Source: an optimization exercise on an open RTL-to-GDS flow (aim: small area, a short achievable clock period and few clock cycles per item). Production flows keep margins and buffers that such runs may drop.
Function was checked by simulation only, so behaviour that the tests miss may differ from the original.
Power and IR drop assume default switching activity.

== build 60 ==
## restoringDividerFinal
module restoringDividerFinal (
    input  logic        clk,
    input  logic        rst,
    input  logic        start,
    input  logic        toggle,
    input  logic        push,
    input  logic [15:0] user_input,
    output logic        valid,
    output logic [6:0]  seg,
    output logic [7:0]  an,
    output logic [15:0] quotient,
    output logic [15:0] remainder
);
Settings: LEC_CHECK=0, ABC_AREA=1, CAP_MARGIN=20, CORE_MARGIN=2, CORE_UTILIZATION=60, CTS_BUF_LIST=sky130_fd_sc_hd__clkbuf_4 sky130_fd_sc_hd__clkbuf_8, SETUP_SLACK_MARGIN=1.9, SLEW_MARGIN=20, TNS_END_PERCENT=5; clock period 4.0 ns.
standard.sh (not shown) runs the stock make flow with config.mk's settings and CLKGATE_MAP_FILE= SYNTH_SCRIPT=/design/flow/synth_recipe.tcl, a recipe that flattens the netlist after the stock synthesis.
==> flow/flow/run.sh <==
#!/bin/bash
# The standard ORFS flow (standard.sh) with two changes:
#  - synthesis does not extract full/half adder cells (ABC maps that logic)
#  - port buffers are buf_1 cells (the resizer upsizes those that timing needs)
# make's full output goes to flow.log; ORFS keeps each step's log under orfs/logs.
bash standard.sh ADDER_MAP_FILE= "BUFFER_PORTS_ARGS=-buffer_cell sky130_fd_sc_hd__buf_1" finish > flow.log 2>&1
Build 60 | stages: all done | timing, DRC, antenna: all pass
Testbench counts of build 60, summed over its fixed seeds: cycles 12,201, items 2,400.
> inputs changed (build 60 -> build 6)
-- flow/config.mk --
<<< build 60, line 11
export CORE_UTILIZATION = 60
export CTS_BUF_LIST = sky130_fd_sc_hd__clkbuf_4 sky130_fd_sc_hd__clkbuf_8
export SETUP_SLACK_MARGIN = 1.9
export SLEW_MARGIN = 20
export TNS_END_PERCENT = 5
>>> build 6, line 11
export CORE_UTILIZATION = 60
export CTS_BUF_LIST = sky130_fd_sc_hd__clkbuf_2 sky130_fd_sc_hd__clkbuf_4 sky130_fd_sc_hd__clkbuf_8
export SETUP_SLACK_MARGIN = 1.9
export SLEW_MARGIN = 20
### Flow results
- Combinational power went up by a few percent going from build 60 to build 6.
- Any difference in number of combinational gates with multiple inputs between build 6 and build 60 is small enough to ignore.
- Going from build 60 to build 6, total power grows by 2.2%.
- As far as clock tree buffer count of the final layout goes, build 60 and build 6 are indistinguishable; the numbers are identical.
> inputs changed (build 6 -> build 73)
-- flow/config.mk --
<<< build 6, line 11
export CORE_UTILIZATION = 60
export CTS_BUF_LIST = sky130_fd_sc_hd__clkbuf_2 sky130_fd_sc_hd__clkbuf_4 sky130_fd_sc_hd__clkbuf_8
export SETUP_SLACK_MARGIN = 1.9
>>> build 73, line 11
export CORE_UTILIZATION = 60
export CTS_BUF_LIST = sky130_fd_sc_hd__clkbuf_4 sky130_fd_sc_hd__clkbuf_8
export SETUP_SLACK_MARGIN = 1.9
--- outcome ---
- As far as post-layout minimum cycle time is concerned, build 73 and build 6 perform about the same.
- Final total power: build 73 vs build 6 — no meaningful difference
- Build 73 -> build 6: area overhead of the layout relative to synthesis delta 0, exact match
- Build 73 -> build 6: number of hold buffers added after cts delta 0, exact match
- Number of iterations in the first detailed-routing pass across build 73 and build 6: no real change.
- Reported for build 73 and build 6, register share of the cell area turned out identical to the last digit.
- Count of inverters not on the clock network in the layout came out exactly the same in build 73 and build 6.
- Build 6 -> build 73: wire length on met1 delta 0, exact match
- Fraction of registers with async set/reset came out exactly the same in build 73 and build 6.
The following lists how build 2 was set up differently from build 73:
-- flow/config.mk --
<<< build 73, line 12
export CTS_BUF_LIST = sky130_fd_sc_hd__clkbuf_4 sky130_fd_sc_hd__clkbuf_8
export SETUP_SLACK_MARGIN = 1.9
export SLEW_MARGIN = 20
>>> build 2, line 12
export CTS_BUF_LIST = sky130_fd_sc_hd__clkbuf_4 sky130_fd_sc_hd__clkbuf_8
export SETUP_SLACK_MARGIN = 1.95
export SLEW_MARGIN = 20
- Build 2: PASS, flow complete, no timing, DRC or antenna violations
- Build 73 ran to completion and came out clean on the timing, DRC and antenna checks.
- Build 2 vs. build 73: maximum number of pins on one net before global-route repair has increased; least setup slack across all paths after layout +0.0045 ns; post-synthesis simple-gate area fraction did not really move.
- Compared with build 73, wire length of the first global-routing pass in build 2 decreased slightly.
- Changes observed in build 2 relative to build 73: cell area after placement ~0 delta, length of routed met2 wiring +66 um, synthesized area divided by synthesized cell count saw little to no change, sum of met3 wire segment lengths after detailed routing rose by 9.5%, share of cell area taken by multi-input logic gates neither gained nor lost much.
- Compared with build 73, in build 2 final hold slack up 0.097 ns, half-perimeter wire length of the detailed placement result now sits lower.
### build 2 -> build 53
-- flow/config.mk --
<<< build 2, line 12
export CTS_BUF_LIST = sky130_fd_sc_hd__clkbuf_4 sky130_fd_sc_hd__clkbuf_8
export SETUP_SLACK_MARGIN = 1.95
export SLEW_MARGIN = 20
>>> build 53, line 12
export CTS_BUF_LIST = sky130_fd_sc_hd__clkbuf_4 sky130_fd_sc_hd__clkbuf_8
export GPL_TIMING_DRIVEN = 0
export SETUP_SLACK_MARGIN = 1.9
export SLEW_MARGIN = 20
Findings:
Looking at the reports, build 53 completed the entire flow and the layout it produced met the timing, DRC and antenna checks. When build 53 is measured against build 2, its clock tree buffer count of the final layout turns out 2 higher. Taking build 2 as the reference, in build 53 post-detailed-routing wire length shows a reduction of 520 um, count of final hold-check violations closely matched the old numbers.

-- afterwards: timing with drivers on the ports --
How much do the figures lean on ideal ports? The routed layouts below were timed once more, with nothing changed but the port constraints. Step 1 assumes that a clkbuf_16 drives the clock port and a buf_2 every other input. Step 2 also shifts input and output timing later by t, the mid clock arrival at the registers, as if the neighbouring blocks saw the same clock. a / b / c = no drivers / after step 1 / after step 2; a / b = the first two.
| run | t (ns) | setup WS [ns] | worst hold slack (ns) | worst setup path at the end | pins driven straight from the clock port |
|---|---|---|---|---|---|
| build 60 | 0.483 | 1.888 / 1.888 / 1.656 | 0.337 / 0.318 / 0.444 | input to register | 1 |
| build 6 | 0.485 | 1.967 / 1.967 / 1.657 | 0.338 / 0.320 / 0.444 | input to register | 1 |
| build 73 | 0.485 | 1.967 / 1.967 / 1.657 | 0.338 / 0.320 / 0.444 | input to register | 1 |
| build 2 | 0.494 | 1.971 / 1.971 / 1.531 | 0.435 / 0.424 / 0.435 | input to register | 1 |
| build 53 | 0.475 | 1.922 / 1.922 / 1.600 | 0.373 / 0.356 / 0.442 | input to register | 1 |
After both steps setup and hold are still met in every run listed. For build 2, which loses most, drivers alone change the setup slack by 0.000 ns; drivers and shift together by -0.440 ns.
